This design comes from an exercise in tuning for small area, a short achievable clock period and few clock cycles on the open sky130 flow, not from production work.
Function was checked by simulation only, so behaviour that the tests miss may differ from the original.
No activity file was given, so power comes from the tool's default toggle rates.

==> flow/design.v (excerpt) <==
module rv32i_core (
  input         clk,
  input         rst_n,
  output [31:0] imem_addr,
  input  [31:0] imem_rdata,
  output        dmem_valid,
  output        dmem_we,
  output [31:0] dmem_addr,
  output [31:0] dmem_wdata,
  output [3:0]  dmem_wstrb,
  input  [31:0] dmem_rdata,
  output        halted
);
For scale: ~170 I/O pins.
Settings: LEC_CHECK=0, CAP_MARGIN=20, CORE_MARGIN=2, CORE_UTILIZATION=35, CTS_BUF_LIST=sky130_fd_sc_hd__clkbuf_16, CTS_CLUSTER_DIAMETER=120, CTS_CLUSTER_SIZE=24, PLACE_DENSITY=0.5, SLEW_MARGIN=20; clock period 10.0 ns.
standard.sh (not shown) runs the stock make flow with config.mk's settings and CLKGATE_MAP_FILE= SYNTH_SCRIPT=/design/flow/synth_recipe.tcl, a recipe that flattens the netlist after the stock synthesis.
==> flow/flow/run.sh <==
#!/bin/bash
set -euo pipefail
bash standard.sh SETUP_SLACK_MARGIN=7 finish > standard_flow.log 2>&1
Testbench counts at the start, summed over its fixed seeds: cycles 75,955.
Change:
==> flow/flow/run.sh (replaced) <==
#!/bin/bash
set -euo pipefail
bash standard.sh SETUP_SLACK_MARGIN=5.5 finish > standard_flow.log 2>&1
Effect:
- The changed run completed with no timing, DRC or antenna violations
- count of clock-buffer cells in the layout decreases by 5
- non-clock buffer count decreases by 801
- cell count decreases by roughly a tenth
- critical path depth decreases by 9
- setup slack loses 0.20 ns
- hold slack gains 0.023 ns
Change:
CORE_UTILIZATION = 40   (was 35)
PLACE_DENSITY = 0.55   (was 0.5)
Outcome: The new run finished clean; register-to-register slack got worse by 0.13 ns; die area went down by roughly a tenth; via count went up slightly; core utilization went up by 5.5 points; design area went down slightly; wire length went down by a few percent; clock power stays flat; sequential cell count stays the same; worst setup slack got worse by 0.13 ns; clock skew went up by 0.052 ns.
Change:
==> flow/flow/run.sh (replaced) <==
#!/bin/bash
set -euo pipefail
bash standard.sh SETUP_SLACK_MARGIN=6 finish > standard_flow.log 2>&1
CORE_UTILIZATION = 35   (was 40)
PLACE_DENSITY = 0.5   (was 0.55)
Wire length went up by roughly a tenth; setup slack gets better by 0.37 ns; global-route usage went down by 0.16 points.
Change:
==> flow/run.sh (new file) <==
#!/bin/bash
# synth_recipe.tcl (not shown) runs the flow's synth.tcl, then flattens the netlist and writes it again
# the make line also repeats each setting of config.mk as NAME=value (left out here)
make -C /OpenROAD-flow-scripts/flow DESIGN_CONFIG=/design/flow/config.mk WORK_HOME=/design/flow/orfs CLKGATE_MAP_FILE= SYNTH_SCRIPT=/design/flow/synth_recipe.tcl finish
SETUP_SLACK_MARGIN = 5   (was unset)
TNS_END_PERCENT = 20   (was unset)
removed: flow/flow/run.sh
removed: flow/standard.sh
=>
- The changed run finished with timing, DRC and antenna clean
- sequential share of layout area climbs by 5.0 points
- register-to-register slack got worse by 0.87 ns
- synthesized area is unchanged
- combinational power drops by 25%
- non-clock buffer count drops by 404
Change:
TNS_END_PERCENT = unset   (was 20)
Setup slack gets better by 0.20 ns.
Power barely changes.
Final area stays flat.
Routed wire length stays flat.
Final cell count is about the same.
Combinational power barely changes.
Maximum frequency climbs by 3.9%.
Sequential cell count is unchanged.
Utilization barely changes.
Die area stays the same.

---

oak:
rv32i_core, a different RTL version from the one above (not shown whole).
For scale: roughly 8500 cells after synthesis, about 1300 flip-flops, ~170 I/O pins, roughly 72000 um^2 of cells after synthesis.
clock: 10.0 ns
lec_check: 0
abc_area: 1
cap_margin: 20
core_margin: 2
core_utilization: 25
place_density: 0.4
setup_slack_margin: 5
slew_margin: 20
run.sh (not shown) runs the stock make flow with config.mk's settings and CLKGATE_MAP_FILE= SYNTH_SCRIPT=/design/flow/synth_recipe.tcl, a recipe that flattens the netlist after the stock synthesis.
Stock flow here: none of the scripts above is used.
Testbench counts of oak, summed over its fixed seeds: cycles 73,590.
Inputs modified between oak and pine:
-- flow/config.mk --
<<< oak, line 8
export ABC_AREA = 1
>>> pine, line 8
### Flow results
pine: PASS, flow complete, no timing, DRC or antenna violations
oak reports its dominant combinational cell family by area after synthesis as simple AND/OR/NAND/NOR gates while pine reports compound AO/OA/AOI/OAI gates.
Compared with oak, total power in pine decreased by a few percent.
Multiplexer area fraction after synthesis was lower in oak than in pine.
STATUS clock skew: pine wins against oak
Against oak, first-pass GRT wire length in pine came out better.
The run with more setup slack is oak; pine has less.
| net switching component of the power | lower: pine |
Hold slack up 0.0096 ns in pine wrt oak
Lower adder-cell area share of the yosys netlist goes to oak over pine.
Modified inputs, birch compared to pine
-- flow/config.mk --
<<< pine, line 10
export CORE_UTILIZATION = 25
export PLACE_DENSITY = 0.4
>>> birch, line 10
export CORE_UTILIZATION = 35
export CTS_BUF_LIST = sky130_fd_sc_hd__clkbuf_8
export PLACE_DENSITY = 0.5
Findings:
Number of cells after detailed placement ended up 11% lower on birch than on pine. Measured against each other, birch and pine differ in number of iterations in the first detailed-routing pass, the higher figure coming from birch. Xor and xnor area share after synthesis: pine vs birch identical. birch and pine ended up with nearly the same number of multi-input logic gates.

-- afterwards: timing with drivers on the ports --
The flow's constraints put no driver on any port. The routed layouts listed below were extracted and timed again, unchanged, in two steps.
Step 1: set_driving_cell puts a clkbuf_16 on clk and a buf_2 on each other input, an assumption about the parent block.
Step 2 also shifts input and output timing later by t, the mid clock arrival at the registers, as if the neighbouring blocks saw the same clock.
a / b / c = ideal / step 1 / step 2; a / b = the first two.
run	t, ns	setup slack, ns	worst hold slack (ns)	latest minus earliest clock arrival (ns)	worst slew at a driven data input, ns
the first run of note 1	0.840	5.615 / 5.615 / 4.971	0.463 / 0.463 / 0.463	0.060 / 0.060	0.12
the second run of note 1	0.889	5.415 / 5.415 / 4.666	0.486 / 0.486 / 0.486	0.083 / 0.083	0.06
the third run of note 1	0.873	5.282 / 5.282 / 4.612	0.487 / 0.487 / 0.487	0.121 / 0.121	0.05
the fourth run of note 1	0.845	5.652 / 5.652 / 4.940	0.458 / 0.458 / 0.458	0.078 / 0.078	0.06
the fifth run of note 1	0.823	4.779 / 4.779 / 4.128	0.475 / 0.475 / 0.475	0.061 / 0.060	0.06
the sixth run of note 1	0.861	4.977 / 4.977 / 4.302	0.464 / 0.464 / 0.464	0.056 / 0.056	0.06
oak	0.905	4.757 / 4.757 / 4.223	0.427 / 0.427 / 0.427	0.115 / 0.114	0.08
pine	0.910	4.622 / 4.676 / 3.766	0.437 / 0.437 / 0.437	0.068 / 0.068	0.08
birch	1.134	4.735 / 4.735 / 3.648	0.454 / 0.454 / 0.454	0.095 / 0.095	0.08
After both steps every run listed still meets setup and hold. For birch, which loses most, drivers alone change the setup slack by 0.000 ns; drivers and shift together by -1.087 ns.
